This design comes from an exercise in tuning for small area, a short achievable clock period and few clock cycles per item on the open sky130 flow, not from production work.
Function was checked by simulation only, so behaviour that the tests miss may differ from the original.

==> design.v <==
module SIMON_function
#(	parameter N = 32		)
 (	input logic [N-1:0] in,
	output logic [N-1:0] out	);
always_comb
begin
	out = ({in[N-2:0], in[N-1]} & {in[N-9:0], in[N-1:N-8]}) ^ {in[N-3:0], in[N-1:N-2]};
end
endmodule
module SIMON_round
#(	parameter N = 32		)
 (	input logic [2*N-1:0] block,
	input logic [N-1:0] key,
	output logic [2*N-1:0] out	);
logic [N-1:0] f;
SIMON_function #(N) func(.in(block[2*N-1:N]), .out(f));
always_comb
begin
	out[N-1:0] = block[2*N-1:N];
	out[2*N-1:N] = block[N-1:0] ^ key ^ f;
end
endmodule
module SIMON_keyexpansion
#(	parameter N = 32		)
 (	input logic [N-1:0] far, k1, k3,
	input logic zb,
	output logic [N-1:0] out		);
logic [N-1:0] t;
always_comb
begin
	t = {k1[2:0], k1[N-1:3]} ^ k3;
	t = t ^ {t[0], t[N-1:1]};
	out = ~far ^ t ^ {{(N-1){1'b0}}, zb} ^ 'd3;
end
endmodule
module SIMON_control
#(	parameter N = 32	)
 (	input logic clk, nR,
	input logic newData, newKey,
	input logic enc_dec, readData,
	input logic [2*N-1:0] plain,
	input logic [4*N-1:0] key,
	output logic ldData, ldKey,
	output logic doneData, doneKey,
	output logic [2*N-1:0] cipher	);
localparam logic [61:0] z = 62'b11110000101100111001010001001000000111101001100011010111011011;
localparam int LAST = 21;
logic run;		 
logic [4:0] cnt;	 
logic last;		 
logic par;		 
logic ks1, ks2;	 
logic act;		 
logic pend;		 
logic kvalid;	 
logic enc;		 
logic [2*N-1:0] P;
logic [3:0][N-1:0] A, B;
logic goKey, goData, start;
logic run_n, last_n, par_n, ks1_n, ks2_n, act_n, pend_n, kvalid_n;
logic doneKey_n, doneData_n;
logic [4:0] cnt_n;
assign goKey = newKey && ldKey;
assign goData = newData && ldData;
logic [2:0][2*N-1:0] r;
logic [1:0][N-1:0] rk;
assign rk[0] = enc ? A[2] : B[3];
assign rk[1] = enc ? A[3] : B[2];
assign r[0] = P;
genvar g;
generate
	for(g=0; g<2; g++)
	begin : rounds
		SIMON_round #(N) rd(.block(r[g]), .key(rk[g]), .out(r[g+1]));
	end
endgenerate
logic [5:0][N-1:0] af, bb;
logic [1:0] za, zbk;
function automatic logic zc(input int i);
	zc = (i >= 0 && i < 62) ? z[i] : 1'b0;
endfunction
always_comb
	for(int i=0; i<2; i++)
	begin
		za[i] = zc(2*cnt - 2 + i);
		zbk[i] = ks1 ? 1'b0 : zc(39 - 2*cnt - i);
	end
assign af[3:0] = A;
assign bb[5:2] = B;
generate
	for(g=0; g<2; g++)
	begin : ksteps
		SIMON_keyexpansion #(N) kf(.far(af[g]), .k1(af[g+3]), .k3(af[g+1]), .zb(za[g]), .out(af[g+4]));
		SIMON_keyexpansion #(N) kb(.far(bb[5-g]), .k1(bb[4-g]), .k3(bb[2-g]), .zb(zbk[g]), .out(bb[1-g]));
	end
endgenerate
always_comb
begin
	run_n = run;
	cnt_n = cnt;
	par_n = par;
	ks1_n = 1'b0;
	ks2_n = 1'b0;
	act_n = act;
	pend_n = pend;
	kvalid_n = kvalid;
	doneKey_n = doneKey || goKey;
	doneData_n = doneData && !readData;
	start = 1'b0;		 
	if(run)
	begin
		cnt_n = cnt + 5'd1;
		if(last)
		begin
			run_n = 1'b0;
			par_n = 1'b0;
			kvalid_n = 1'b1;
			act_n = 1'b0;
			if(act)	doneData_n = 1'b1;
			start = 1'b1;
		end
	end
	else if(ks1)	ks2_n = 1'b1;
	else if(ks2)
	begin
		par_n = 1'b0;
		start = 1'b1;
	end
	else
	begin
		par_n = !par;
		start = par;
	end
	if(goKey)
	begin
		kvalid_n = 1'b0;
		ks1_n = 1'b1;
		start = 1'b0;
	end
	if(goData)	pend_n = 1'b1;
	if(start && pend_n)
	begin
		run_n = 1'b1;
		cnt_n = 'b0;
		act_n = (goData ? enc_dec : enc) || kvalid_n;
		pend_n = !act_n;
	end
	last_n = run_n && (cnt_n == LAST);
end
always_ff @(posedge clk, negedge nR)
begin
	if(~nR)
	begin
		run <= 1'b0;
		cnt <= 'b0;
		last <= 1'b0;
		par <= 1'b0;
		ks1 <= 1'b0;
		ks2 <= 1'b0;
		act <= 1'b0;
		pend <= 1'b0;
		kvalid <= 1'b0;
		enc <= 1'b0;
		doneKey <= 1'b0;
		doneData <= 1'b0;
		ldKey <= 1'b0;
		ldData <= 1'b0;
	end
	else
	begin
		run <= run_n;
		cnt <= cnt_n;
		last <= last_n;
		par <= par_n;
		ks1 <= ks1_n;
		ks2 <= ks2_n;
		act <= act_n;
		pend <= pend_n;
		kvalid <= kvalid_n;
		doneKey <= doneKey_n;
		doneData <= doneData_n;
		ldKey <= !pend_n && !ks1_n && !ks2_n && (!run_n || last_n);
		ldData <= doneKey_n && !doneData_n && !pend_n && !run_n && !ks1_n && (ks2_n || par_n);
		if(ldData)	enc <= enc_dec;
	end
end
always_ff @(posedge clk)
begin
	if(ldData)	P <= enc_dec ? plain : {plain[N-1:0], plain[2*N-1:N]};
	else if(run && act)	P <= (last && !enc) ? {r[2][N-1:0], r[2][2*N-1:N]} : r[2];
end
assign cipher = P;
always_ff @(posedge clk)
begin
	if(goKey)	B <= key;
	else if(run && !last)
	begin
		if(kvalid)	B <= {B[1:0], bb[1:0]};
	end
	else if(ks1)	B <= {B[1:0], bb[1:0]};
	else if(!ks2)	B <= A;
end
always_ff @(posedge clk)
begin
	if(run && !last)	A <= af[5:2];
	else	A <= B;
end
endmodule
module SIMON_64128
#(	parameter N = 32,
	parameter M = 4		)
 (	input logic clk, nR,
	input logic newData, newKey,
	input logic enc_dec, readData,
	input logic [2*N-1:0] plain,
	input logic [M-1:0][N-1:0] key,
	output logic ldData, ldKey,
	output logic doneData, doneKey,
	output logic [2*N-1:0] cipher	);
SIMON_control #(N) control(.*);
endmodule
==> flow/run.sh <==
#!/bin/bash
# The standard layout (standard.sh, unchanged synthesis and steps), except that
# the port buffers placement inserts on every input and output are plain
# buffers (buf_2) instead of the delay cells buffer_ports picks by default;
# timing repair may still resize them.
set -euo pipefail
export BUFFER_PORTS_ARGS="-buffer_cell sky130_fd_sc_hd__buf_2"
bash standard.sh > standard.log 2>&1
==> standard.sh <==
#!/bin/bash
# synth_recipe.tcl (not shown) runs the flow's synth.tcl, then flattens the netlist and writes it again
# the make line also repeats each setting of config.mk as NAME=value (left out here)
make -C /OpenROAD-flow-scripts/flow DESIGN_CONFIG=/design/flow/config.mk WORK_HOME=/design/flow/orfs CLKGATE_MAP_FILE= SYNTH_SCRIPT=/design/flow/synth_recipe.tcl "${@:-finish}"
==> config.mk <==
export PLATFORM = sky130hd
export DESIGN_NAME = SIMON_64128
export DESIGN_NICKNAME = SIMON_64128
export VERILOG_FILES = /design/flow/design.v
export SDC_FILE = /design/flow/constraint.sdc
export NUM_CORES = 4
export LEC_CHECK = 0
export CAP_MARGIN = 20
export CORE_MARGIN = 2
export CORE_UTILIZATION = 40
export SETUP_SLACK_MARGIN = 2.7
export SLEW_MARGIN = 20
==> constraint.sdc <==
create_clock -name core_clock -period 6.0 [get_ports {clk}]
set_input_delay 1.2000 -clock core_clock [delete_from_list [all_inputs] [get_ports {clk}]]
set_output_delay 1.2000 -clock core_clock [all_outputs]
set_load 0.01 [all_outputs]
==> qor.csv, run 1 <==
metric,value,unit
Period minus WS final,3090,ps
ranking of synthesized cells by area,"edfxtp_1 (27%), xnor2_1 (19%), dfxtp_1 (12%), nand2_1 (9.7%), mux2i_1 (6.0%)",
ratio of cells with drive above 1 in the final layout,0.136,
post-route ant nets,0,
Hold Path Class,reg -> reg,
Fin Clk Skew,14.6,ps
CP most frequent cell,xnor2_1,
synthesized instance count,2509,
Worst path top cell family by delay,XOR/XNOR gates,
Area growth syn-to-layout,15.1,%
Yosys top cell by area,edfxtp_1,
Post-synth EDFFs,192,
busiest layer in global routing,met2,
"Distinct cells, synth",57,
register-to-register setup slack,2910,ps
RSZ-0062 raised after global routing,no,
most frequent cells in the layout,"nand2_1 (556), xnor2_1 (481), nor2_1 (300)",
f_max,0.324,GHz
placed inst area,0.0235,mm2
Syn Std Cell Area,0.0217,mm2
Final Slew Violations,0,
root buffer cell,clkbuf_16,
hold slack,488,ps
endpoints failing hold,0,
CTS H-tree lvls,2,
Synth Register Bits,338,
Clock Tree Buf Depth,3,
port bufs,265,
Hold Path Depth,2,
worst-case reg-to-reg path depth,8,
global-route wire length before repair,109000,um
largest net degree at the start of global routing,115,
CP Data Arrival Time,3390,ps
Synth Net Count,2716,
Worst path slowest cell,dfrtp_4,
Worst-Skew Late Latency,560,ps
crit path kind,reg -> reg,
CTS tree,done,
worst-path cell chain,buf_4 -> mux2i_1 -> xnor2_1 -> xnor2_1 -> xnor2_1 -> nor2_1 -> nor3_1 -> a21oi_1,
M1 GR Usage,0.373,
die area,0.0561,mm2
DIE HEIGHT,237,um
Post-synth ARST share,0.0533,
routed wire length,73300,um
number of DRC markers in iteration 0,2192,
IO Pins,266,
"Avg Cell Area, Syn",8.64,um2
Sink Count,338,
Initial Util,0.404,
startpoint types,register,
YS warnings,4,
cell count along the critical path,8,
met2 GRT Util,0.381,
Pre-antenna DRT Iters,6,
initial antenna violation count,0,
"commonest non-fill, non-tap cell in the layout",nand2_1,
Core Footprint,0.0537,mm2
Crit Path Max Fanout,29,
buffers and inverters on the worst path,1,
fin area,0.0249,mm2
GPL Wtd Cong,0.917,
Post-CTS Hold Buffers,0,
post-synth top area share,0.266,
Worst-Margin Slew,1090,ps
final net count,2904,
Worst-path clk slew,60,ps
setup violators final,0,
Detailed Place HPWL,53400,um
TritonCTS Buffers,39,
vias,18600,
vias in the first global route,17700,
row count,85,
"Remaining Overflow, GRT",0,
crit share post-route,0.515,
critical path endpoint category,register,
GR Util All Layers,0.254,
# diodes,0,
max incr delay on CP,720,ps
Sum Neg Setup Slack,0,ps
fin util,0.464,
Residual DRC,0,
Vias/cell,5.43,
Slew HR,0.273,
routed len/inst,21.4,um
status,no timing/DRC/antenna violations,
chip width,237,um
primary flip-flop cell chosen by synthesis mapping,edfxtp_1,
worst path required time,6300,ps
grt met3 use,0.0356,
Max-Cap Viols,0,
sequential area share after synthesis,0.405,
[timing repair]
item / in CTS / in global routing
setup endpoints to repair: 74 / 105
setup buffers: 0 / 1
cloned: 0 / 1
gates resized for setup: 2 / 5
[sequential cells by signal, indices dropped and copies added, names as in the netlist]
signal	count
control.doneKey	1
control.cnt	5
control.ks1	1
control.ldKey	1
control.last	1
control.par	1
control.ldData	1
control.doneData	1
control.enc	1
control.A	128
control.P	64
control.kvalid	1
control.ks2	1
control.run	1
control.act	1
control.B	128
control.pend	1
[metal layers]
metal  routed length (um)  vias up  share of wire
met5                    0        -              0
met4                 2290        0          0.031
met3                 6280      127          0.086
met2                31700      927           0.43
met1                33000     8826           0.45
li1                     -     8712              -
[synthesized netlist by cell type (4+ instances only)]
cell type and count:
a21oi_1 113, a31oi_1 68, buf_1 6, buf_2 8, clkbuf_1 120, dfrtp_1 18
dfxtp_1 128, edfxtp_1 192, ha_1 9, inv_1 6, mux2i_1 129, nand2_1 559
nand2b_1 5, nand3_1 7, nor2_1 301, nor2b_1 5, nor3_1 67, o21ai_0 64
o21ai_1 70, xnor2_1 481, xnor3_1 4, xor2_1 103
[stage by stage]
step	std cells	setup slack [ps]
final	3423	2910
after global routing	3423	2740
after CTS	3419	2700
after detailed placement	3348	2530
after global placement	3348	2600
after floorplan	2509	2780
[cell families (layout without fill, tap and decap cells)]
kind of cell	after synthesis	after routing	share of synthesized area
buf+inv	147	364	0.0268
compound gates	338	338	0.0857
fa+ha+maj	9	9	0.00520
mux	131	131	0.0608
flops	338	338	0.405
simple gates	954	955	0.173
xor+xnor	592	592	0.243
[worst paths after layout]
check                                         from                    endpoint
max                        control.enc$_DFFE_PN0P_      control.P[8]$_DFFE_PP_
min in group asynchronous                       nR  control.doneData$_DFF_PN0_
max reg2reg                control.enc$_DFFE_PN0P_      control.P[8]$_DFFE_PP_
min                          control.A[71]$_DFF_P_        control.A[7]$_DFF_P_
min reg2reg                  control.A[71]$_DFF_P_        control.A[7]$_DFF_P_
max in group asynchronous                       nR     control.enc$_DFFE_PN0P_
[cell type report]
type,instances,area (um2)
fillers,5181,28800
multi-input cells,2025,12400
flip-flops and latches,338,8790
repair buffers,284,1530
clock buffers,68,1300
well taps,696,871
inverters,9,33.8
clock inverters,3,15.0
[worst reg2reg max path, cell delays in order, from the launching register on]
cell and delay, ps:
dfrtp_4 720, buf_4 550, mux2i_1 190, xnor2_1 580, xnor2_1 200, xnor2_1 230
nor2_1 60, nor3_1 250, a21oi_1 60
Testbench counts, summed over its fixed seeds: cycles 11,866, blocks 480.
==> run 2, diff against run 1 <==
--- a/config.mk
+++ b/config.mk
@@ -8,5 +8,6 @@
 export CAP_MARGIN = 20
 export CORE_MARGIN = 2
 export CORE_UTILIZATION = 40
-export SETUP_SLACK_MARGIN = 2.7
+export PLACE_DENSITY = 0.8
+export SETUP_SLACK_MARGIN = 3.3
 export SLEW_MARGIN = 20
==> qor.csv, run 2 <==
metric,value,unit,change
Worst-Margin Slew,1060,ps,was 1090 ps
register area,0.00880,mm2,was 0.00879 mm2
post-route ant nets,0,,unchanged
global-route wire length before repair,108000,um,was 109000 um
critical path endpoint category,register,,unchanged
register-to-register setup slack,3340,ps,was 2910 ps
Worst path top cell family by delay,XOR/XNOR gates,,unchanged
largest net degree at the start of global routing,113,,was 115
Hold Path Class,reg -> reg,,unchanged
multi-input combinational cell area,0.0127,mm2,was 0.0124 mm2
Vias/cell,5.56,,was 5.43
CTS H-tree lvls,2,,unchanged
final net count,2920,,was 2904
vias in the first global route,17600,,was 17700
Post-synth EDFFs,192,,unchanged
TritonCTS Buffers,38,,was 39
IO Pins,266,,unchanged
worst setup path endpoint,control.P[5]$_DFFE_PP_,,was control.P[8]$_DFFE_PP_
worst r2r dst,control.P[5]$_DFFE_PP_,,was control.P[8]$_DFFE_PP_
Worst-Skew Late Latency,570,ps,was 560 ps
"commonest non-fill, non-tap cell in the layout",nand2_1,,unchanged
buffers and inverters on the worst path,1,,unchanged
row count,85,,unchanged
Post-Layout Cell Count,3443,,was 3423
chip width,237,um,unchanged
root buffer cell,clkbuf_16,,unchanged
GR Util All Layers,0.254,,about the same
routed len/inst,21.6,um,was 21.4 um
startpoint types,register,,unchanged
"Avg Cell Area, Syn",8.64,um2,unchanged
vias,19100,,was 18600
ratio of cells with drive above 1 in the final layout,0.154,,was 0.136
reg2reg start,control.enc$_DFFE_PN0P_,,unchanged
f_max,0.376,GHz,was 0.324 GHz
RSZ-0062 raised after global routing,yes,,was no
Largest regs,"control.A x128, control.B x128, control.P x64",,unchanged
primary flip-flop cell chosen by synthesis mapping,edfxtp_1,,unchanged
sequential area share after synthesis,0.405,,unchanged
cell count after placement,3344,,was 3348
Residual DRC,0,,unchanged
routed wire length,74400,um,was 73300 um
Worst-path clk slew,60,ps,about the same
CP most frequent cell,xnor2_1,,unchanged
Synth Register Bits,338,,unchanged
YS warnings,4,,unchanged
number of DRC markers in iteration 0,3077,,was 2192
Post-synth ARST share,0.0533,,unchanged
Synth Net Count,2716,,unchanged
CTS tree,done,,unchanged
Clock Tree Buf Depth,3,,unchanged
crit share post-route,0.443,,was 0.515
most frequent cells in the layout,"nand2_1 (556), xnor2_1 (459), nor2_1 (300)",,"was nand2_1 (556), xnor2_1 (481), nor2_1 (300)"
endpoints failing hold,0,,unchanged
Yosys top cell by area,edfxtp_1,,unchanged
Initial Util,0.404,,unchanged
cell count along the critical path,8,,unchanged
Period minus WS final,2660,ps,was 3090 ps
Crit Path Max Fanout,11,,was 29
worst path required time,6260,ps,was 6300 ps
Detailed Place HPWL,52600,um,was 53400 um
status,no timing/DRC/antenna violations,,unchanged
worst-path cell chain,buf_8 -> mux2i_1 -> xnor2_2 -> xnor2_1 -> xnor2_1 -> nor2_1 -> nor3_1 -> a21oi_1,,was buf_4 -> mux2i_1 -> xnor2_1 -> xnor2_1 -> xnor2_1 -> nor2_1 -> nor3_1 -> a21oi_1
Post-synth top cells,"nand2_1 (559), xnor2_1 (481), nor2_1 (301)",,unchanged
worst-case reg-to-reg path depth,8,,unchanged
Worst path slowest cell,dfrtp_4,,unchanged
Max-Cap Viols,0,,unchanged
Sink Count,338,,unchanged
most common cell in the netlist,nand2_1,,unchanged
max incr delay on CP,570,ps,was 720 ps
ranking of synthesized cells by area,"edfxtp_1 (27%), xnor2_1 (19%), dfxtp_1 (12%), nand2_1 (9.7%), mux2i_1 (6.0%)",,unchanged
"Remaining Overflow, GRT",0,,unchanged
Final Slew Violations,0,,unchanged
Core Footprint,0.0537,mm2,unchanged
Pre-antenna DRT Iters,6,,unchanged
Critical Path Start,control.enc$_DFFE_PN0P_,,unchanged
Area growth syn-to-layout,16.6,%,was 15.1%
Sum Neg Setup Slack,0,ps,unchanged
CP Data Arrival Time,2920,ps,was 3390 ps
port bufs,265,,unchanged
fill count,4907,,was 5181
Fin Clk Skew,27.7,ps,was 14.6 ps
Slew HR,0.291,,was 0.273
crit path kind,reg -> reg,,unchanged
GPL Wtd Cong,0.954,,was 0.917
setup violators final,0,,unchanged
"Distinct cells, synth",57,,unchanged
post-synth top area share,0.266,,unchanged
DIE HEIGHT,237,um,unchanged
Post-CTS Hold Buffers,0,,unchanged
die area,0.0561,mm2,unchanged
synthesized instance count,2509,,unchanged
Syn Std Cell Area,0.0217,mm2,unchanged
initial antenna violation count,5,,was 0
run 2: cell counts after synthesis:
No cell type changed its count.
run 2: metrics by stage:
step	cell area [um2]	setup slack, ps	hold WS (ps)	utilization
finish	25300	3340	494	0.471
CTS	25000	3130	487	0.465
detailed placement	23500	2580	481	0.438
global placement	23500	2720	470	0.438
floorplan	21700	3350	455	-
global route	25300	3270	518	0.471
run 2: timing repair:
action / CTS / global route
buffers inserted: 9 / 10
endpoints found under the setup margin: 279 / 329
gates cloned: 2 / 3
resized for setup: 21 / 29
pin swaps: 2 / 1
endpoints found under the hold margin: 0 / 0
run 2: metal layers:
layer / track usage / routed length, um / up-vias / part of all wire
met5: 0 / 14 / - / 0.00019
met2: 0.383 / 32400 / 1247 / 0.44
met4: 0.0815 / 2670 / 2 / 0.036
li1: - / - / 8740 / -
met3: 0.0556 / 9380 / 158 / 0.13
met1: 0.363 / 29900 / 8998 / 0.40
run 2: how the worst min path moves through the flow:
| stage | start | to | slack, ps | cells past startpoint |
|---|---|---|---|---|
| 6_report | control.A[70]$_DFF_P_ | control.A[6]$_DFF_P_ | 490 | 2 |
| 5_1_grt | control.A[68]$_DFF_P_ | control.A[4]$_DFF_P_ | 520 | 2 |
| 4_1_cts | control.A[67]$_DFF_P_ | control.A[3]$_DFF_P_ | 490 | 2 |
| 3_5_place_dp | control.doneKey$_DFF_PN0_ | control.doneKey$_DFF_PN0_ | 480 | 1 |
| 3_3_place_gp | control.A[68]$_DFF_P_ | control.A[4]$_DFF_P_ | 470 | 2 |
| 2_1_floorplan | control.A[101]$_DFF_P_ | control.A[37]$_DFF_P_ | 450 | 2 |
run 2: logic make-up after synthesis:
| logic type | count (synthesis) | share of synthesized area |
|---|---|---|
| AOI/OAI and AO/OA | 338 | 0.0857 |
| xor gates and xnor gates | 592 | 0.243 |
| adders and majority gates | 9 | 0.00520 |
| buffers and inverters | 147 | 0.0268 |
| DFF | 338 | 0.405 |
| muxes | 131 | 0.0608 |
| and+or+nand+nor | 954 | 0.173 |
run 2: worst reg2reg max path: cells and delay by family, from the launching register on:
kind / cells / cell delay, ps
mux: 1 / 560
buf+inv: 1 / 240
compound gates: 1 / 60
simple gates: 2 / 270
flops: 1 / 570
xor+xnor: 3 / 660
run 2: final cells by class:
type,instances,share of cell area
Inverter,9,0.00148
Timing Repair Buffer,297,0.0647
Clock inverter,8,0.00267
Multi-Input combinational cell,2029,0.502
Sequential cell,338,0.348
Antenna cell,5,0.000495
Clock buffer,61,0.0459
Tap cell,696,0.0344
==> run 3, diff against run 2 <==
--- a/config.mk
+++ b/config.mk
@@ -8,6 +8,6 @@
 export CAP_MARGIN = 20
 export CORE_MARGIN = 2
 export CORE_UTILIZATION = 40
-export PLACE_DENSITY = 0.8
+export GPL_ROUTABILITY_DRIVEN = 0
 export SETUP_SLACK_MARGIN = 3.3
 export SLEW_MARGIN = 20
==> qor.csv, run 3 <==
metric,value,unit,change
"Remaining Overflow, GRT",0,,unchanged
most frequent cells in the layout,"nand2_1 (556), xnor2_1 (463), nor2_1 (300)",,"was nand2_1 (556), xnor2_1 (459), nor2_1 (300)"
Clock Tree Buf Depth,3,,unchanged
Final Slew Violations,0,,unchanged
port bufs,265,,unchanged
CTS tree,done,,unchanged
initial antenna violation count,0,,was 5
status,no timing/DRC/antenna violations,,unchanged
Area growth syn-to-layout,16.4,%,was 16.6%
Syn Std Cell Area,0.0217,mm2,unchanged
post-route ant nets,0,,unchanged
Initial Util,0.404,,unchanged
GR Util All Layers,0.260,,was 0.254
Crit Path Max Fanout,58,,was 11
Post-synth EDFFs,192,,unchanged
Largest regs,"control.A x128, control.B x128, control.P x64",,unchanged
Worst-Margin Slew,1080,ps,was 1060 ps
ranking of synthesized cells by area,"edfxtp_1 (27%), xnor2_1 (19%), dfxtp_1 (12%), nand2_1 (9.7%), mux2i_1 (6.0%)",,unchanged
final net count,2922,,was 2920
Post-Synth Simple-Gate Area,0.173,,unchanged
Residual DRC,0,,unchanged
row count,85,,unchanged
most common cell in the netlist,nand2_1,,unchanged
chip width,237,um,unchanged
mux share of post-synthesis cell area,0.0608,,unchanged
"commonest non-fill, non-tap cell in the layout",nand2_1,,unchanged
vias,18800,,was 19100
critical path endpoint category,register,,unchanged
RSZ-0062 raised after global routing,yes,,unchanged
Post-Synth Adder-Cell Area,0.00520,,unchanged
Synth Register Bits,338,,unchanged
Fin Clk Skew,12.3,ps,was 27.7 ps
global-route wire length before repair,111000,um,was 108000 um
primary flip-flop cell chosen by synthesis mapping,edfxtp_1,,unchanged
Period minus WS final,2670,ps,was 2660 ps
number of DRC markers in iteration 0,2238,,was 3077
routed wire length,75400,um,was 74400 um
YS warnings,4,,unchanged
ratio of cells with drive above 1 in the final layout,0.151,,was 0.154
worst path required time,6400,ps,was 6260 ps
Synth Area in XOR/XNOR,0.243,,unchanged
root buffer cell,clkbuf_16,,unchanged
Worst-Skew Late Latency,570,ps,about the same
Worst-path clk slew,60,ps,about the same
Yosys top cell by area,edfxtp_1,,unchanged
Max-Cap Viols,0,,unchanged
Pre-antenna DRT Iters,8,,was 6
Slew HR,0.280,,was 0.291
synthesized instance count,2509,,unchanged
die area,0.0561,mm2,unchanged
main combinational cell family by area after synthesis,XOR/XNOR gates,,unchanged
# diodes,0,,was 5
Post-synth top cells,"nand2_1 (559), xnor2_1 (481), nor2_1 (301)",,unchanged
fill count,5132,,was 4907
crit path kind,reg -> reg,,unchanged
crit share post-route,0.445,,was 0.443
IO Pins,266,,unchanged
Synth Net Count,2716,,unchanged
Post-synth ARST share,0.0533,,unchanged
sequential area share after synthesis,0.405,,unchanged
routed len/inst,21.9,um,was 21.6 um
Core Footprint,0.0537,mm2,unchanged
CP Data Arrival Time,3070,ps,was 2920 ps
post-synth top area share,0.266,,unchanged
startpoint types,register,,unchanged
endpoints failing hold,0,,unchanged
Post-CTS Hold Buffers,0,,unchanged
TritonCTS Buffers,39,,was 38
largest net degree at the start of global routing,103,,was 113
setup violators final,0,,unchanged
f_max,0.374,GHz,was 0.376 GHz
DP Worst Slack,2470,ps,was 2580 ps
Sum Neg Setup Slack,0,ps,unchanged
DIE HEIGHT,237,um,unchanged
"Distinct cells, synth",57,,unchanged
PnR worst setup slack,3330,ps,was 3340 ps
Synth Area in Compound Gates,0.0857,,unchanged
"Avg Cell Area, Syn",8.64,um2,unchanged
Detailed Place HPWL,53000,um,was 52600 um
cell count after placement,3347,,was 3344
Hold Path Class,reg -> reg,,unchanged
vias in the first global route,17700,,was 17600
Post-Layout Cell Count,3442,,was 3443
Vias/cell,5.47,,was 5.56
CTS H-tree lvls,2,,unchanged
Sink Count,338,,unchanged
[run 3: path summary, 6_finish.rpt]
kind / start / to / slack, ps / cells past startpoint
worst max-delay path: control.run$_DFF_PN0_ / control.B[0]$_DFFE_PP_ / 3330 / 5
worst min-delay path: control.A[67]$_DFF_P_ / control.A[3]$_DFF_P_ / 490 / 2
worst max register to register: control.run$_DFF_PN0_ / control.B[0]$_DFFE_PP_ / 3330 / 5
worst min register to register: control.A[67]$_DFF_P_ / control.A[3]$_DFF_P_ / 490 / 2
max in group asynchronous: nR / control.enc$_DFFE_PN0P_ / 5120 / 1
min in group asynchronous: nR / control.cnt[2]$_DFF_PN0_ / 550 / 1
[run 3: kinds of logic (layout without fill, tap and decap cells)]
| logic type | after synthesis | after routing |
|---|---|---|
| and+or+nand+nor | 954 | 960 |
| xor gates and xnor gates | 592 | 592 |
| AOI/OAI and AO/OA | 338 | 338 |
| DFF | 338 | 338 |
| buffers and inverters | 147 | 378 |
| muxes | 131 | 131 |
| adders and majority gates | 9 | 9 |
[run 3: area by class of cell]
class	instances	area, um2	area share
Multi-Input combinational cell	2030	12700	0.503
Sequential cell	338	8800	0.349
Timing Repair Buffer	297	1620	0.0641
Clock buffer	58	1120	0.0444
Tap cell	696	871	0.0345
Clock inverter	14	100	0.00397
Inverter	9	37.5	0.00149
[run 3: per-layer routing]
layer  share of wire  track usage
met1            0.44        0.380
met5               0            0
met4           0.024       0.0698
met2            0.43        0.394
met3            0.11       0.0470
[run 3: repair_timing]
item | in CTS | in global routing
resized for setup | 23 | 29
buffers inserted | 7 | 10
cloned | 4 | 2
hold endpoints to repair | 0 | 0
endpoints found under the setup margin | 323 | 233
pin swaps | 3 | 6
[run 3: stage by stage]
step	hold slack (ps)	utilization	area (um2)
floorplan	455	-	21700
global placement	468	0.438	23500
detailed placement	475	0.438	23500
CTS	486	0.465	25000
global route	515	0.470	25200
finish	492	0.470	25200
[run 3: critical path, stage by stage (launching register included)]
cell,delay [ps]
dfrtp_2,690
nor2b_4,230
buf_4,480
buf_4,720
nand2_1,100
a31oi_1,220
==> run 4, diff against run 3 <==
--- a/config.mk
+++ b/config.mk
@@ -8,6 +8,5 @@
 export CAP_MARGIN = 20
 export CORE_MARGIN = 2
 export CORE_UTILIZATION = 40
-export GPL_ROUTABILITY_DRIVEN = 0
-export SETUP_SLACK_MARGIN = 3.3
+export SETUP_SLACK_MARGIN = 3.6
 export SLEW_MARGIN = 20
==> qor.csv, run 4 <==
metric,value,unit,change
Worst-Skew Late Latency,580,ps,was 570 ps
worst r2r dst,control.B[106]$_DFFE_PP_,,was control.B[0]$_DFFE_PP_
Final Slew Violations,0,,unchanged
reg2reg start,control.last$_DFF_PN0_,,was control.run$_DFF_PN0_
primary flip-flop cell chosen by synthesis mapping,edfxtp_1,,unchanged
register-to-register setup slack,3510,ps,was 3330 ps
routed len/inst,22.8,um,was 21.9 um
Crit Path Max Fanout,87,,was 58
Post-synth top cells,"nand2_1 (559), xnor2_1 (481), nor2_1 (301)",,unchanged
TritonCTS Buffers,40,,was 39
Vias/cell,5.55,,was 5.47
hold slack,495,ps,was 492 ps
Clock Tree Buf Depth,3,,unchanged
die area,0.0561,mm2,unchanged
row count,85,,unchanged
CP Data Arrival Time,2700,ps,was 3070 ps
Initial Util,0.404,,unchanged
most frequent cells in the layout,"nand2_1 (557), xnor2_1 (383), nor2_1 (296)",,"was nand2_1 (556), xnor2_1 (463), nor2_1 (300)"
port bufs,265,,unchanged
"Remaining Overflow, GRT",0,,unchanged
number of DRC markers in iteration 0,2531,,was 2238
Sink Count,338,,unchanged
synthesized instance count,2509,,unchanged
post-route ant nets,0,,unchanged
max incr delay on CP,590,ps,was 720 ps
worst-case reg-to-reg path depth,5,,unchanged
Hold Startpoint,control.A[71]$_DFF_P_,,was control.A[67]$_DFF_P_
Slew HR,0.322,,was 0.280
endpoints failing hold,0,,unchanged
worst-path cell chain,nand2b_4 -> buf_12 -> nand3_1 -> o21ai_4 -> nand2_4,,was nor2b_4 -> buf_4 -> buf_4 -> nand2_1 -> a31oi_1
Pre-antenna DRT Iters,6,,was 8
status,no timing/DRC/antenna violations,,unchanged
Synth Register Bits,338,,unchanged
critical path endpoint category,register,,unchanged
Core Footprint,0.0537,mm2,unchanged
setup violators final,0,,unchanged
IO Pins,266,,unchanged
Syn Std Cell Area,0.0217,mm2,unchanged
Synth Net Count,2716,,unchanged
Residual DRC,0,,unchanged
Sum Neg Setup Slack,0,ps,unchanged
GPL Wtd Cong,0.868,,
crit share post-route,0.414,,was 0.445
Area growth syn-to-layout,27.2,%,was 16.4%
Hold Path Depth,2,,unchanged
CTS H-tree lvls,2,,unchanged
GR Util All Layers,0.276,,was 0.260
YS warnings,4,,unchanged
fin area,0.0276,mm2,was 0.0252 mm2
buffers and inverters on the worst path,1,,was 2
RSZ-0062 raised after global routing,yes,,unchanged
vias in the first global route,18300,,was 17700
DIE HEIGHT,237,um,unchanged
Post-synth ARST share,0.0533,,unchanged
DP Worst Slack,2510,ps,was 2470 ps
Post-synth EDFFs,192,,unchanged
CTS tree,done,,unchanged
"Avg Cell Area, Syn",8.64,um2,unchanged
Yosys top cell by area,edfxtp_1,,unchanged
Worst path top cell family by delay,simple AND/OR/NAND/NOR gates,,was buffers and inverters
Period minus WS final,2490,ps,was 2670 ps
PnR worst setup slack,3510,ps,was 3330 ps
Worst-Margin Slew,1020,ps,was 1080 ps
ranking of synthesized cells by area,"edfxtp_1 (27%), xnor2_1 (19%), dfxtp_1 (12%), nand2_1 (9.7%), mux2i_1 (6.0%)",,unchanged
worst path required time,6220,ps,was 6400 ps
post-synth top area share,0.266,,unchanged
f_max,0.402,GHz,was 0.374 GHz
global-route wire length before repair,117000,um,was 111000 um
multi-input combinational cell area,0.0139,mm2,was 0.0127 mm2
Worst-path clk slew,60,ps,about the same
final net count,3045,,was 2922
Fin Clk Skew,24.7,ps,was 12.3 ps
"commonest non-fill, non-tap cell in the layout",nand2_1,,unchanged
placed inst area,0.0235,mm2,about the same
most common cell in the netlist,nand2_1,,unchanged
Largest regs,"control.A x128, control.B x128, control.P x64",,unchanged
register area,0.00880,mm2,about the same
"Distinct cells, synth",57,,unchanged
Hold Path Class,reg -> reg,,unchanged
sequential area share after synthesis,0.405,,unchanged
startpoint types,register,,unchanged
Worst path slowest cell,dfrtp_2,,was buf_4
Max-Cap Viols,0,,unchanged
root buffer cell,clkbuf_16,,unchanged
initial antenna violation count,0,,unchanged
vias,19800,,was 18800
crit path kind,reg -> reg,,unchanged
"Endpoint, Worst Hold",control.A[7]$_DFF_P_,,was control.A[3]$_DFF_P_
chip width,237,um,unchanged
Post-CTS Hold Buffers,0,,unchanged
Detailed Place HPWL,52800,um,was 53000 um
largest net degree at the start of global routing,100,,was 103
fill count,4906,,was 5132
routed wire length,81400,um,was 75400 um
ratio of cells with drive above 1 in the final layout,0.244,,was 0.151
## run 4: cell counts after synthesis
Identical to the previous run, type by type.
## run 4: worst max path at each step
stage	cells after the start	slack, ps	endpoint	start
2_1_floorplan	4	3520	control.B[0]$_DFFE_PP_	newKey
3_3_place_gp	8	2560	control.ldKey$_DFF_PN0_	newKey
3_5_place_dp	8	2510	control.ldKey$_DFF_PN0_	newKey
4_1_cts	1	3530	cipher[50]	control.P[50]$_DFFE_PP_
5_1_grt	5	3440	control.B[72]$_DFFE_PP_	control.last$_DFF_PN0_
6_report	5	3510	control.B[106]$_DFFE_PP_	control.last$_DFF_PN0_
## run 4: worst min-delay path, stage by stage, from the launching register on
cell     delay, ps
dfxtp_1        340
nand2_1         70
nand2_1         40
## run 4: metrics by stage
step | std cells | utilization
2_1_floorplan | 2509 | -
3_3_place_gp | 3345 | 0.438
3_5_place_dp | 3345 | 0.438
4_1_cts | 3504 | 0.484
5_1_grt | 3566 | 0.513
6_report | 3567 | 0.513
## run 4: what timing repair did
action                                  in CTS  in global routing
cloned                                       9                  5
pin swaps                                   17                 87
setup buffers                               76                 57
hold endpoints to repair                     0                  0
gates resized for setup                     94                162
endpoints found under the setup margin     476                267
## run 4: cells by family (layout without fill, tap and decap cells)
kind of cell               after synthesis  count (layout)  synth area share
and+or+nand+nor                        954             964             0.173
xor gates and xnor gates               592             592             0.243
AOI/OAI and AO/OA                      338             338            0.0857
DFF                                    338             338             0.405
buffers and inverters                  147             498            0.0268
muxes                                  131             131            0.0608
adders and majority gates                9               9           0.00520
other                                    0               1                 0
## run 4: layout make-up
| class | instances | share of cell area |
|---|---|---|
| tap | 696 | 0.0316 |
| clock buffer | 56 | 0.0411 |
| multi-input combinational | 2034 | 0.504 |
| clock inverter | 18 | 0.00526 |
| inverter | 9 | 0.00136 |
| antenna | 1 | 0.0000908 |
| timing repair buffer | 415 | 0.0973 |
| sequential | 338 | 0.319 |
## run 4: per-layer routing
metal,part of all wire,global-route usage,vias up,wire length [um]
met2,0.44,0.426,1184,36000
met1,0.42,0.397,9477,34200
met5,0,0,-,0
li1,-,-,9005,-
met3,0.11,0.0533,145,8730
met4,0.030,0.0690,0,2440
==> run 5, diff against run 4 <==
--- a/config.mk
+++ b/config.mk
@@ -8,5 +8,7 @@
 export CAP_MARGIN = 20
 export CORE_MARGIN = 2
 export CORE_UTILIZATION = 40
-export SETUP_SLACK_MARGIN = 3.6
+export GPL_ROUTABILITY_DRIVEN = 0
+export PLACE_DENSITY = 0.8
+export SETUP_SLACK_MARGIN = 3.55
 export SLEW_MARGIN = 20
==> qor.csv, run 5 <==
metric,value,unit,change
endpoints failing hold,0,,unchanged
setup violators final,0,,unchanged
"Avg Cell Area, Syn",8.64,um2,unchanged
RSZ-0062 raised after global routing,yes,,unchanged
register-to-register setup slack,3430,ps,was 3510 ps
PnR worst setup slack,3430,ps,was 3510 ps
reg2reg start,control.enc$_DFFE_PN0P_,,was control.last$_DFF_PN0_
synthesized instance count,2509,,unchanged
Synth Area in Compound Gates,0.0857,,unchanged
critical path endpoint category,register,,unchanged
YS warnings,4,,unchanged
Hold Path Class,reg -> reg,,unchanged
Post-synth ARST share,0.0533,,unchanged
Synth Area in XOR/XNOR,0.243,,unchanged
Synth Net Count,2716,,unchanged
most frequent cells in the layout,"nand2_1 (556), xnor2_1 (421), nor2_1 (299)",,"was nand2_1 (557), xnor2_1 (383), nor2_1 (296)"
final net count,2999,,was 3045
die area,0.0561,mm2,unchanged
ranking of synthesized cells by area,"edfxtp_1 (27%), xnor2_1 (19%), dfxtp_1 (12%), nand2_1 (9.7%), mux2i_1 (6.0%)",,unchanged
Max-Cap Viols,0,,unchanged
Post-synth top cells,"nand2_1 (559), xnor2_1 (481), nor2_1 (301)",,unchanged
initial antenna violation count,11,,was 0
crit share post-route,0.429,,was 0.414
Hold Startpoint,control.doneKey$_DFF_PN0_,,was control.A[71]$_DFF_P_
Initial Util,0.404,,unchanged
Final Slew Violations,0,,unchanged
placed inst area,0.0235,mm2,about the same
Worst-path clk slew,60,ps,about the same
Syn Std Cell Area,0.0217,mm2,unchanged
Period minus WS final,2570,ps,was 2490 ps
Sink Count,338,,unchanged
worst-case reg-to-reg path depth,8,,was 5
CTS H-tree lvls,2,,unchanged
mux share of post-synthesis cell area,0.0608,,unchanged
"Remaining Overflow, GRT",0,,unchanged
startpoint types,register,,unchanged
Vias/cell,5.65,,was 5.55
Residual DRC,0,,unchanged
Hold Path Depth,1,,was 2
DP Worst Slack,2420,ps,was 2510 ps
Slew HR,0.259,,was 0.322
fin area,0.0270,mm2,was 0.0276 mm2
Synth Register Bits,338,,unchanged
ratio of cells with drive above 1 in the final layout,0.215,,was 0.244
Area growth syn-to-layout,24.7,%,was 27.2%
status,no timing/DRC/antenna violations,,unchanged
global-route wire length before repair,112000,um,was 117000 um
port bufs,265,,unchanged
IO Pins,266,,unchanged
"Endpoint, Worst Hold",control.doneKey$_DFF_PN0_,,was control.A[7]$_DFF_P_
root buffer cell,clkbuf_16,,unchanged
register area,0.00880,mm2,unchanged
Worst-Margin Slew,1110,ps,was 1020 ps
Pre-antenna DRT Iters,6,,unchanged
"commonest non-fill, non-tap cell in the layout",nand2_1,,unchanged
Post-Synth Simple-Gate Area,0.173,,unchanged
Detailed Place HPWL,50500,um,was 52800 um
multi-input combinational cell area,0.0137,mm2,was 0.0139 mm2
Sum Neg Setup Slack,0,ps,unchanged
main combinational cell family by area after synthesis,XOR/XNOR gates,,unchanged
number of DRC markers in iteration 0,2700,,was 2531
most common cell in the netlist,nand2_1,,unchanged
CTS tree,done,,unchanged
largest net degree at the start of global routing,117,,was 100
f_max,0.389,GHz,was 0.402 GHz
TritonCTS Buffers,37,,was 40
row count,85,,unchanged
Worst-Skew Late Latency,550,ps,was 580 ps
Core Footprint,0.0537,mm2,unchanged
Post-synth EDFFs,192,,unchanged
worst r2r dst,control.P[24]$_DFFE_PP_,,was control.B[106]$_DFFE_PP_
primary flip-flop cell chosen by synthesis mapping,edfxtp_1,,unchanged
Yosys top cell by area,edfxtp_1,,unchanged
vias in the first global route,18500,,was 18300
Clock Tree Buf Depth,3,,unchanged
fill count,4590,,was 4906
routed len/inst,22.1,um,was 22.8 um
post-route ant nets,0,,unchanged
DIE HEIGHT,237,um,unchanged
routed wire length,77900,um,was 81400 um
"Distinct cells, synth",57,,unchanged
Post-Synth Adder-Cell Area,0.00520,,unchanged
worst path required time,6240,ps,was 6220 ps
sequential area share after synthesis,0.405,,unchanged
crit path kind,reg -> reg,,unchanged
CP Data Arrival Time,2820,ps,was 2700 ps
chip width,237,um,unchanged
Largest regs,"control.A x128, control.B x128, control.P x64",,unchanged
post-synth top area share,0.266,,unchanged
Crit Path Max Fanout,11,,was 87
GR Util All Layers,0.262,,was 0.276
vias,19900,,was 19800
Fin Clk Skew,12.6,ps,was 24.7 ps
==> run 5: cell counts after synthesis <==
Identical to the previous run, type by type.
==> run 5: what timing repair did <==
item	CTS	global route
endpoints found under the hold margin	0	0
pin swaps	10	23
setup endpoints to repair	443	144
gates resized for setup	93	129
hold buffers	0	0
setup buffers	67	25
cloned	8	4
==> run 5: metal layers <==
layer	wire [um]	part of all wire	global-route usage	up-vias
met2	34500	0.44	0.415	1418
met4	4180	0.054	0.104	16
met3	10300	0.13	0.0595	253
met5	93	0.0012	0	-
met1	28800	0.37	0.348	9282
li1	-	-	-	8919
==> run 5: cell families (layout without fill, tap and decap cells) <==
family,count (synthesis),in the layout
AO/OA/AOI/OAI,338,338
XOR/XNOR,592,592
adder cells (fa/ha/maj),9,9
buffers and inverters,147,450
flip-flops,338,338
multiplexers,131,131
other,0,5
AND/OR/NAND/NOR,954,962
==> run 5: critical path, cell delays in order, from the launching register on <==
cell,delay [ps]
dfrtp_4,480
buf_8,230
mux2i_1,520
xnor2_1,160
xnor2_1,170
xnor2_1,300
nor2_1,80
nor3_1,250
a21oi_1,70
==> run 5: how the worst max path moves through the flow <==
stage                        startpoint                 endpoint  cells past startpoint
2_1_floorplan                   enc_dec  control.P[14]$_DFFE_PP_                      4
3_3_place_gp                     newKey  control.ldKey$_DFF_PN0_                      8
3_5_place_dp                     newKey  control.ldKey$_DFF_PN0_                      8
4_1_cts         control.ldKey$_DFF_PN0_                    ldKey                      1
5_1_grt        control.cnt[1]$_DFF_PN0_   control.A[125]$_DFF_P_                      9
6_report        control.enc$_DFFE_PN0P_  control.P[24]$_DFFE_PP_                      8
==> run 5: area by class of cell <==
| class | instances | area share |
|---|---|---|
| Multi-Input combinational cell | 2032 | 0.508 |
| Sequential cell | 338 | 0.326 |
| Timing Repair Buffer | 374 | 0.0873 |
| Clock buffer | 62 | 0.0427 |
| Tap cell | 696 | 0.0322 |
| Clock inverter | 5 | 0.00199 |
| Inverter | 9 | 0.00167 |
| Antenna cell | 5 | 0.000463 |
==> run 5: through the flow <==
step,utilization,hold slack (ps),cells
after floorplan,-,455,2509
after global placement,0.438,471,3345
after detailed placement,0.438,481,3345
after CTS,0.481,492,3487
after global routing,0.503,527,3517
final,0.503,493,3521
==> run 6, diff against run 5 <==
--- a/config.mk
+++ b/config.mk
@@ -10,5 +10,6 @@
 export CORE_UTILIZATION = 40
 export GPL_ROUTABILITY_DRIVEN = 0
 export PLACE_DENSITY = 0.8
-export SETUP_SLACK_MARGIN = 3.55
+export SETUP_SLACK_MARGIN = 3.45
 export SLEW_MARGIN = 20
+export TNS_END_PERCENT = 30
==> qor.csv, run 6 <==
metric,value,unit,change
Worst-path clk slew,60,ps,about the same
Crit Path Max Fanout,5,,was 11
Post-synth top cells,"nand2_1 (559), xnor2_1 (481), nor2_1 (301)",,unchanged
Post-CTS Hold Buffers,0,,unchanged
Residual DRC,0,,unchanged
YS warnings,4,,unchanged
Worst-Skew Late Latency,550,ps,about the same
Vias/cell,5.63,,was 5.65
ranking of synthesized cells by area,"edfxtp_1 (27%), xnor2_1 (19%), dfxtp_1 (12%), nand2_1 (9.7%), mux2i_1 (6.0%)",,unchanged
Sum Neg Setup Slack,0,ps,unchanged
critical path endpoint category,register,,unchanged
Sink Count,338,,unchanged
initial antenna violation count,15,,was 11
"Avg Cell Area, Syn",8.64,um2,unchanged
Pre-antenna DRT Iters,7,,was 6
status,no timing/DRC/antenna violations,,unchanged
largest net degree at the start of global routing,117,,unchanged
Detailed Place HPWL,52200,um,was 50500 um
Hold Path Class,reg -> reg,,unchanged
number of DRC markers in iteration 0,2864,,was 2700
Synth Register Bits,338,,unchanged
Syn Std Cell Area,0.0217,mm2,unchanged
Clock Tree Buf Depth,3,,unchanged
Synth Area in XOR/XNOR,0.243,,unchanged
sequential area share after synthesis,0.405,,unchanged
startpoint types,register,,unchanged
ratio of cells with drive above 1 in the final layout,0.155,,was 0.215
Period minus WS final,2630,ps,was 2570 ps
row count,85,,unchanged
crit share post-route,0.438,,was 0.429
"Distinct cells, synth",57,,unchanged
Fin Clk Skew,14.4,ps,was 12.6 ps
post-route ant nets,0,,unchanged
IO Pins,266,,unchanged
worst path required time,6260,ps,was 6240 ps
RSZ-0062 raised after global routing,yes,,unchanged
endpoints failing hold,0,,unchanged
Final Slew Violations,0,,unchanged
die area,0.0561,mm2,unchanged
GR Util All Layers,0.259,,was 0.262
Slew HR,0.313,,was 0.259
primary flip-flop cell chosen by synthesis mapping,edfxtp_1,,unchanged
vias,19500,,was 19900
vias in the first global route,17900,,was 18500
DIE HEIGHT,237,um,unchanged
Synth Net Count,2716,,unchanged
CP Data Arrival Time,2890,ps,was 2820 ps
Worst-Margin Slew,1030,ps,was 1110 ps
routed wire length,76100,um,was 77900 um
CTS tree,done,,unchanged
Yosys top cell by area,edfxtp_1,,unchanged
post-synth top area share,0.266,,unchanged
mux share of post-synthesis cell area,0.0608,,unchanged
most frequent cells in the layout,"nand2_1 (556), xnor2_1 (469), nor2_1 (300)",,"was nand2_1 (556), xnor2_1 (421), nor2_1 (299)"
Post-synth ARST share,0.0533,,unchanged
Largest regs,"control.A x128, control.B x128, control.P x64",,unchanged
final net count,2935,,was 2999
synthesized instance count,2509,,unchanged
global-route wire length before repair,110000,um,was 112000 um
Post-Synth Simple-Gate Area,0.173,,unchanged
setup violators final,0,,unchanged
crit path kind,reg -> reg,,unchanged
Post-Synth Adder-Cell Area,0.00520,,unchanged
root buffer cell,clkbuf_16,,unchanged
routed len/inst,22.0,um,was 22.1 um
Area growth syn-to-layout,16.9,%,was 24.7%
"Remaining Overflow, GRT",0,,unchanged
f_max,0.380,GHz,was 0.389 GHz
TritonCTS Buffers,37,,unchanged
fin util,0.472,,was 0.503
Post-synth EDFFs,192,,unchanged
Synth Area in Compound Gates,0.0857,,unchanged
main combinational cell family by area after synthesis,XOR/XNOR gates,,unchanged
chip width,237,um,unchanged
"commonest non-fill, non-tap cell in the layout",nand2_1,,unchanged
port bufs,265,,unchanged
Core Footprint,0.0537,mm2,unchanged
Initial Util,0.404,,unchanged
Max-Cap Viols,0,,unchanged
CTS H-tree lvls,2,,unchanged
most common cell in the netlist,nand2_1,,unchanged
## run 6: cell counts after synthesis
Identical to the previous run, type by type.
## run 6: critical path, stage by stage, from the launching register on
cell and delay (ps):
edfxtp_1 550, xnor2_1 260, xnor2_1 120, xnor2_1 660, nor2_1 190, xnor2_1 240
nor2_1 60, nor3_1 190, a21oi_1 80
## run 6: final cells by class
cell class	count	area (um2)
clock buffer	56	1050
tap	696	871
fill	4920	28400
multi-input combinational	2032	12700
antenna	4	10.0
sequential	338	8800
timing repair buffer	310	1790
clock inverter	10	82.6
inverter	9	37.5
## run 6: stage by stage
stage / hold WS [ps] / area [um2] / cells / setup slack [ps]
floorplan: 455 / 21700 / 2509 / 3160
global placement: 477 / 23500 / 3345 / 2610
detailed placement: 478 / 23500 / 3345 / 2460
CTS: 489 / 24900 / 3423 / 3250
global route: 520 / 25300 / 3451 / 3330
finish: 491 / 25300 / 3455 / 3370
## run 6: final timing paths
path                                            from                        end  slack [ps]  cells past startpoint
setup / recovery             control.P[32]$_DFFE_PP_     control.P[3]$_DFFE_PP_        3370                      8
hold / removal             control.doneKey$_DFF_PN0_  control.doneKey$_DFF_PN0_         490                      1
setup reg to reg             control.P[32]$_DFFE_PP_     control.P[3]$_DFFE_PP_        3370                      8
hold reg to reg            control.doneKey$_DFF_PN0_  control.doneKey$_DFF_PN0_         490                      1
max in group asynchronous                         nR   control.ldData$_DFF_PN0_        5060                      1
min in group asynchronous                         nR    control.enc$_DFFE_PN0P_         600                      1
## run 6: cell families (layout without fill, tap and decap cells)
| kind of cell | Yosys count | after routing |
|---|---|---|
| AOI/OAI and AO/OA | 338 | 338 |
| xor gates and xnor gates | 592 | 592 |
| adders and majority gates | 9 | 9 |
| buffers and inverters | 147 | 385 |
| DFF | 338 | 338 |
| muxes | 131 | 131 |
| other | 0 | 4 |
| and+or+nand+nor | 954 | 962 |
## run 6: timing repair
item / CTS / global route
gates resized for setup: 24 / 35
endpoints found under the setup margin: 344 / 204
gates cloned: 6 / 2
setup buffers: 6 / 25
pin swaps: 3 / 11
endpoints found under the hold margin: 0 / 0
## run 6: per-layer routing
| metal | global-route usage | wire [um] |
|---|---|---|
| met5 | 0 | 128 |
| met4 | 0.0980 | 3400 |
| met3 | 0.0645 | 9940 |
| met2 | 0.404 | 33500 |
| met1 | 0.346 | 29200 |
==> run 7, diff against run 6 <==
--- a/config.mk
+++ b/config.mk
@@ -12,4 +12,3 @@
 export PLACE_DENSITY = 0.8
 export SETUP_SLACK_MARGIN = 3.45
 export SLEW_MARGIN = 20
-export TNS_END_PERCENT = 30
==> qor.csv, run 7 <==
metric,value,unit,change
IO Pins,266,,unchanged
reg2reg start,control.enc$_DFFE_PN0P_,,was control.P[32]$_DFFE_PP_
Slew HR,0.410,,was 0.313
Residual DRC,0,,unchanged
worst-path cell chain,buf_2,,was xnor2_1 -> xnor2_1 -> xnor2_1 -> nor2_1 -> xnor2_1 -> nor2_1 -> nor3_1 -> a21oi_1
status,no timing/DRC/antenna violations,,unchanged
fin area,0.0257,mm2,was 0.0253 mm2
worst-case reg-to-reg path depth,8,,unchanged
most common cell in the netlist,nand2_1,,unchanged
"commonest non-fill, non-tap cell in the layout",nand2_1,,unchanged
Sink Count,338,,unchanged
post-route ant nets,0,,unchanged
Post-synth ARST share,0.0533,,unchanged
vias,19300,,was 19500
placed inst area,0.0236,mm2,was 0.0235 mm2
f_max,0.391,GHz,was 0.380 GHz
synthesized instance count,2509,,unchanged
Crit Path Max Fanout,5,,unchanged
Sum Neg Setup Slack,0,ps,unchanged
Hold Path Depth,2,,was 1
final net count,2941,,was 2935
chip width,237,um,unchanged
Worst-Skew Late Latency,560,ps,was 550 ps
Pre-antenna DRT Iters,6,,was 7
"Avg Cell Area, Syn",8.64,um2,unchanged
Area growth syn-to-layout,18.5,%,was 16.9%
Core Footprint,0.0537,mm2,unchanged
Syn Std Cell Area,0.0217,mm2,unchanged
Max-Cap Viols,0,,unchanged
Worst path top cell family by delay,flip-flops,,was XOR/XNOR gates
Clock Tree Buf Depth,3,,unchanged
routed wire length,73600,um,was 76100 um
TritonCTS Buffers,38,,was 37
Largest regs,"control.A x128, control.B x128, control.P x64",,unchanged
"Distinct cells, synth",57,,unchanged
port bufs,265,,unchanged
sequential area share after synthesis,0.405,,unchanged
crit path kind,reg -> out,,was reg -> reg
"Remaining Overflow, GRT",0,,unchanged
Yosys top cell by area,edfxtp_1,,unchanged
ranking of synthesized cells by area,"edfxtp_1 (27%), xnor2_1 (19%), dfxtp_1 (12%), nand2_1 (9.7%), mux2i_1 (6.0%)",,unchanged
initial antenna violation count,2,,was 15
Post-CTS Hold Buffers,0,,unchanged
CTS tree,done,,unchanged
CP Data Arrival Time,1360,ps,was 2890 ps
setup violators final,0,,unchanged
worst path required time,4800,ps,was 6260 ps
hold slack,492,ps,was 491 ps
crit share post-route,0.426,,was 0.438
"Endpoint, Worst Hold",control.A[3]$_DFF_P_,,was control.doneKey$_DFF_PN0_
Hold Path Class,reg -> reg,,unchanged
row count,85,,unchanged
post-synth top area share,0.266,,unchanged
root buffer cell,clkbuf_16,,unchanged
DIE HEIGHT,237,um,unchanged
critical path endpoint category,output port,,was register
worst r2r dst,control.P[25]$_DFFE_PP_,,was control.P[3]$_DFFE_PP_
Hold Startpoint,control.A[67]$_DFF_P_,,was control.doneKey$_DFF_PN0_
Synth Net Count,2716,,unchanged
Detailed Place HPWL,52000,um,was 52200 um
Post-synth EDFFs,192,,unchanged
primary flip-flop cell chosen by synthesis mapping,edfxtp_1,,unchanged
Period minus WS final,2560,ps,was 2630 ps
die area,0.0561,mm2,unchanged
number of DRC markers in iteration 0,2814,,was 2864
buffers and inverters on the worst path,1,,was 0
RSZ-0062 raised after global routing,yes,,unchanged
Initial Util,0.404,,unchanged
global-route wire length before repair,109000,um,was 110000 um
Final Slew Violations,0,,unchanged
ratio of cells with drive above 1 in the final layout,0.174,,was 0.155
Post-synth top cells,"nand2_1 (559), xnor2_1 (481), nor2_1 (301)",,unchanged
GR Util All Layers,0.253,,was 0.259
max incr delay on CP,600,ps,was 660 ps
startpoint types,register,,unchanged
Worst path slowest cell,dfrtp_2,,was xnor2_1
CTS H-tree lvls,2,,unchanged
Worst-path clk slew,60,ps,about the same
largest net degree at the start of global routing,93,,was 117
routed len/inst,21.3,um,was 22.0 um
register-to-register setup slack,3470,ps,was 3370 ps
YS warnings,4,,unchanged
endpoints failing hold,0,,unchanged
Synth Register Bits,338,,unchanged
Worst-Margin Slew,885,ps,was 1030 ps
fill count,4806,,was 4920
vias in the first global route,18000,,was 17900
Vias/cell,5.58,,was 5.63
Fin Clk Skew,14.1,ps,was 14.4 ps
most frequent cells in the layout,"nand2_1 (556), xnor2_1 (446), nor2_1 (300)",,"was nand2_1 (556), xnor2_1 (469), nor2_1 (300)"
[run 7: cell counts after synthesis]
No cell type changed its count.
[run 7: area by class of cell]
type / count / area [um2] / area share
well taps: 696 / 871 / 0.0339
flip-flops and latches: 338 / 8800 / 0.342
inverters: 9 / 41.3 / 0.00161
multi-input cells: 2028 / 12900 / 0.503
clock buffers: 58 / 1120 / 0.0435
repair buffers: 319 / 1860 / 0.0723
clock inverters: 12 / 92.6 / 0.00360
diodes: 1 / 2.50 / 0.0000974
[run 7: how the worst max path moves through the flow]
stage | startpoint | endpoint | slack, ps | cells past startpoint
6_report | control.ldKey$_DFF_PN0_ | ldKey | 3440 | 1
5_1_grt | newKey | control.ldKey$_DFF_PN0_ | 3320 | 8
4_1_cts | control.ldKey$_DFF_PN0_ | ldKey | 3350 | 1
3_5_place_dp | newKey | control.ldKey$_DFF_PN0_ | 2590 | 8
3_3_place_gp | newKey | control.ldKey$_DFF_PN0_ | 2670 | 8
2_1_floorplan | enc_dec | control.P[14]$_DFFE_PP_ | 3410 | 4
[run 7: kinds of logic after synthesis]
logic type | count (synthesis) | share of synthesized area
simple gates | 954 | 0.173
xor+xnor | 592 | 0.243
flops | 338 | 0.405
mux | 131 | 0.0608
buf+inv | 147 | 0.0268
fa+ha+maj | 9 | 0.00520
compound gates | 338 | 0.0857
[run 7: stage by stage]
step                      cells   util  setup slack (ps)
after floorplan            2509      -              3410
after global placement     3348  0.438              2670
after detailed placement   3349  0.439              2590
after CTS                  3438  0.468              3350
after global routing       3461  0.478              3320
final                      3461  0.478              3440
[run 7: repair_timing]
item	CTS	global route
resized for setup	30	66
setup buffers	17	20
setup endpoints to repair	278	143
pin swaps	4	4
cloned	2	2
[run 7: layer usage]
metal	vias up	GRT usage	wire (um)
li1	8796	-	-
met4	2	0.0930	3150
met1	9009	0.351	29300
met5	-	0	13
met2	1320	0.393	32400
met3	202	0.0505	8680
==> run 8, diff against run 7 <==
--- a/config.mk
+++ b/config.mk
@@ -9,6 +9,6 @@
 export CORE_MARGIN = 2
 export CORE_UTILIZATION = 40
 export GPL_ROUTABILITY_DRIVEN = 0
-export PLACE_DENSITY = 0.8
+export PLACE_DENSITY = 0.9
 export SETUP_SLACK_MARGIN = 3.45
 export SLEW_MARGIN = 20
==> qor.csv, run 8 <==
metric,value,unit,change
Crit Path Max Fanout,17,,was 5
most common cell in the netlist,nand2_1,,unchanged
Detailed Place HPWL,52000,um,about the same
buffers and inverters on the worst path,2,,was 1
CP Data Arrival Time,2840,ps,was 1360 ps
f_max,0.381,GHz,was 0.391 GHz
register area,0.00880,mm2,about the same
CTS H-tree lvls,2,,unchanged
Pre-antenna DRT Iters,19,,was 6
vias,20300,,was 19300
cell count along the critical path,9,,was 1
main combinational cell family by area after synthesis,XOR/XNOR gates,,unchanged
"Remaining Overflow, GRT",0,,unchanged
PnR worst setup slack,3380,ps,was 3440 ps
TritonCTS Buffers,39,,was 38
DIE HEIGHT,237,um,unchanged
ranking of synthesized cells by area,"edfxtp_1 (27%), xnor2_1 (19%), dfxtp_1 (12%), nand2_1 (9.7%), mux2i_1 (6.0%)",,unchanged
"Avg Cell Area, Syn",8.64,um2,unchanged
die area,0.0561,mm2,unchanged
Worst-path clk slew,60,ps,about the same
post-synth top area share,0.266,,unchanged
worst-case reg-to-reg path depth,9,,was 8
routed len/inst,23.0,um,was 21.3 um
Initial Util,0.404,,unchanged
root buffer cell,clkbuf_16,,unchanged
primary flip-flop cell chosen by synthesis mapping,edfxtp_1,,unchanged
worst-path cell chain,buf_4 -> buf_16 -> mux2i_2 -> xnor2_1 -> xnor2_1 -> xnor2_1 -> nor2_1 -> nor3_1 -> a21oi_1,,was buf_2
fill count,4520,,was 4806
"Distinct cells, synth",57,,unchanged
Post-Synth Adder-Cell Area,0.00520,,unchanged
Vias/cell,5.85,,was 5.58
Post-CTS Hold Buffers,0,,unchanged
endpoints failing hold,0,,unchanged
post-route ant nets,0,,unchanged
Slew HR,0.296,,was 0.410
Worst-Margin Slew,1060,ps,was 885 ps
Largest regs,"control.A x128, control.B x128, control.P x64",,unchanged
worst path required time,6220,ps,was 4800 ps
global-route wire length before repair,112000,um,was 109000 um
setup violators final,0,,unchanged
ratio of cells with drive above 1 in the final layout,0.181,,was 0.174
Core Footprint,0.0537,mm2,unchanged
port bufs,265,,unchanged
Yosys top cell by area,edfxtp_1,,unchanged
Post-synth ARST share,0.0533,,unchanged
initial antenna violation count,3,,was 2
status,no timing/DRC/antenna violations,,unchanged
row count,85,,unchanged
DP Worst Slack,2180,ps,was 2590 ps
Hold Path Class,reg -> reg,,unchanged
sequential area share after synthesis,0.405,,unchanged
largest net degree at the start of global routing,113,,was 93
critical path endpoint category,register,,was output port
chip width,237,um,unchanged
Worst path top cell family by delay,XOR/XNOR gates,,was flip-flops
Post-synth top cells,"nand2_1 (559), xnor2_1 (481), nor2_1 (301)",,unchanged
Post-Synth Simple-Gate Area,0.173,,unchanged
RSZ-0062 raised after global routing,yes,,unchanged
crit share post-route,0.437,,was 0.426
Period minus WS final,2620,ps,was 2560 ps
CTS tree,done,,unchanged
startpoint types,register,,unchanged
Synth Net Count,2716,,unchanged
synthesized instance count,2509,,unchanged
max incr delay on CP,510,ps,was 600 ps
==> run 8: changes by cell type in the layout (fill, tap and decap cells not counted), sizes merged, moves of 2 or more <==
| cell | delta |
|---|---|
| diode | +3 |
| buf | -7 |
| clkinvlp | -2 |
| clkbuf | +3 |
| nand2b | +2 |
| nor2 | +2 |
==> run 8: path summary, 6_finish.rpt <==
kind                                      startpoint                        end  slack (ps)
max in group asynchronous                         nR   control.cnt[2]$_DFF_PN0_        5090
hold reg to reg            control.doneKey$_DFF_PN0_  control.doneKey$_DFF_PN0_         500
hold / removal             control.doneKey$_DFF_PN0_  control.doneKey$_DFF_PN0_         500
min in group asynchronous                         nR   control.cnt[4]$_DFF_PN0_         580
setup reg to reg             control.enc$_DFFE_PN0P_    control.P[18]$_DFFE_PP_        3380
setup / recovery             control.enc$_DFFE_PN0P_    control.P[18]$_DFFE_PP_        3380
==> run 8: repair_timing <==
action                     in CTS  in global routing
setup buffers                  14                 23
setup endpoints to repair     357                387
cloned                          7                  2
pin swaps                       5                 12
resized for setup              40                 97
==> run 8: layer usage <==
metal,wire length (um),part of all wire,up-vias,global-route usage
met5,13,0.00016,-,0
met3,11900,0.15,372,0.0467
met2,35000,0.44,1759,0.413
met4,5020,0.063,2,0.126
met1,27700,0.35,9334,0.344
li1,-,-,8795,-
==> run 8: layout make-up <==
| class | instances | area share |
|---|---|---|
| inverters | 9 | 0.00164 |
| clock inverters | 10 | 0.00247 |
| well taps | 696 | 0.0337 |
| flip-flops and latches | 338 | 0.340 |
| multi-input cells | 2033 | 0.507 |
| repair buffers | 312 | 0.0691 |
| diodes | 4 | 0.000387 |
| clock buffers | 61 | 0.0453 |
==> run 8: kinds of logic (layout without fill, tap and decap cells) <==
logic type,count (synthesis),in the layout
AND/OR/NAND/NOR,954,963
XOR/XNOR,592,592
AO/OA/AOI/OAI,338,338
flip-flops,338,338
buffers and inverters,147,392
multiplexers,131,131
adder cells (fa/ha/maj),9,9
other,0,4
==> run 8: metrics by stage <==
step                hold slack [ps]  cells  utilization  cell area [um2]
finish                          495   3463        0.482            25900
global route                    531   3460        0.482            25900
CTS                             483   3434        0.468            25200
detailed placement              478   3342        0.437            23500
global placement                468   3342        0.437            23500
floorplan                       455   2509            -            21700

-- re-timing with driven ports --
No port has a modelled driver above. Below, the same layouts with a new extraction and two added sets of constraints.
Step 1, drivers: a clkbuf_16 drives clk and a buf_2 each remaining input, both assumed.
Step 2 times the ports against the registers' clock, not the clock port: input delays grow and output delays shrink by t, the midpoint of the rising clock arrivals with the driver on.
Three values: ideal, step 1, step 2; two values: the first two.
run	shift t [ns]	setup slack, ns	hold slack, ns	clock arrival spread, ns	pins driven straight from the clock port
run 1	0.607	2.910 / 2.910 / 2.632	0.488 / 0.488 / 0.488	0.016 / 0.016	1
run 2	0.613	3.341 / 3.341 / 2.921	0.494 / 0.494 / 0.494	0.029 / 0.030	1
run 3	0.625	3.329 / 3.289 / 2.812	0.492 / 0.492 / 0.492	0.012 / 0.012	1
run 4	0.625	3.514 / 3.497 / 3.076	0.495 / 0.495 / 0.495	0.025 / 0.025	1
run 5	0.597	3.428 / 3.411 / 3.160	0.493 / 0.493 / 0.493	0.013 / 0.013	1
run 6	0.590	3.370 / 3.370 / 3.056	0.491 / 0.491 / 0.491	0.017 / 0.018	1
run 7	0.609	3.442 / 3.387 / 2.982	0.492 / 0.492 / 0.492	0.015 / 0.015	1
run 8	0.595	3.377 / 3.377 / 3.002	0.495 / 0.495 / 0.495	0.027 / 0.026	1
After both steps every run listed still meets setup and hold. The setup slack of run 3, which loses most, moves by -0.040 ns with the drivers and by -0.517 ns with both steps.
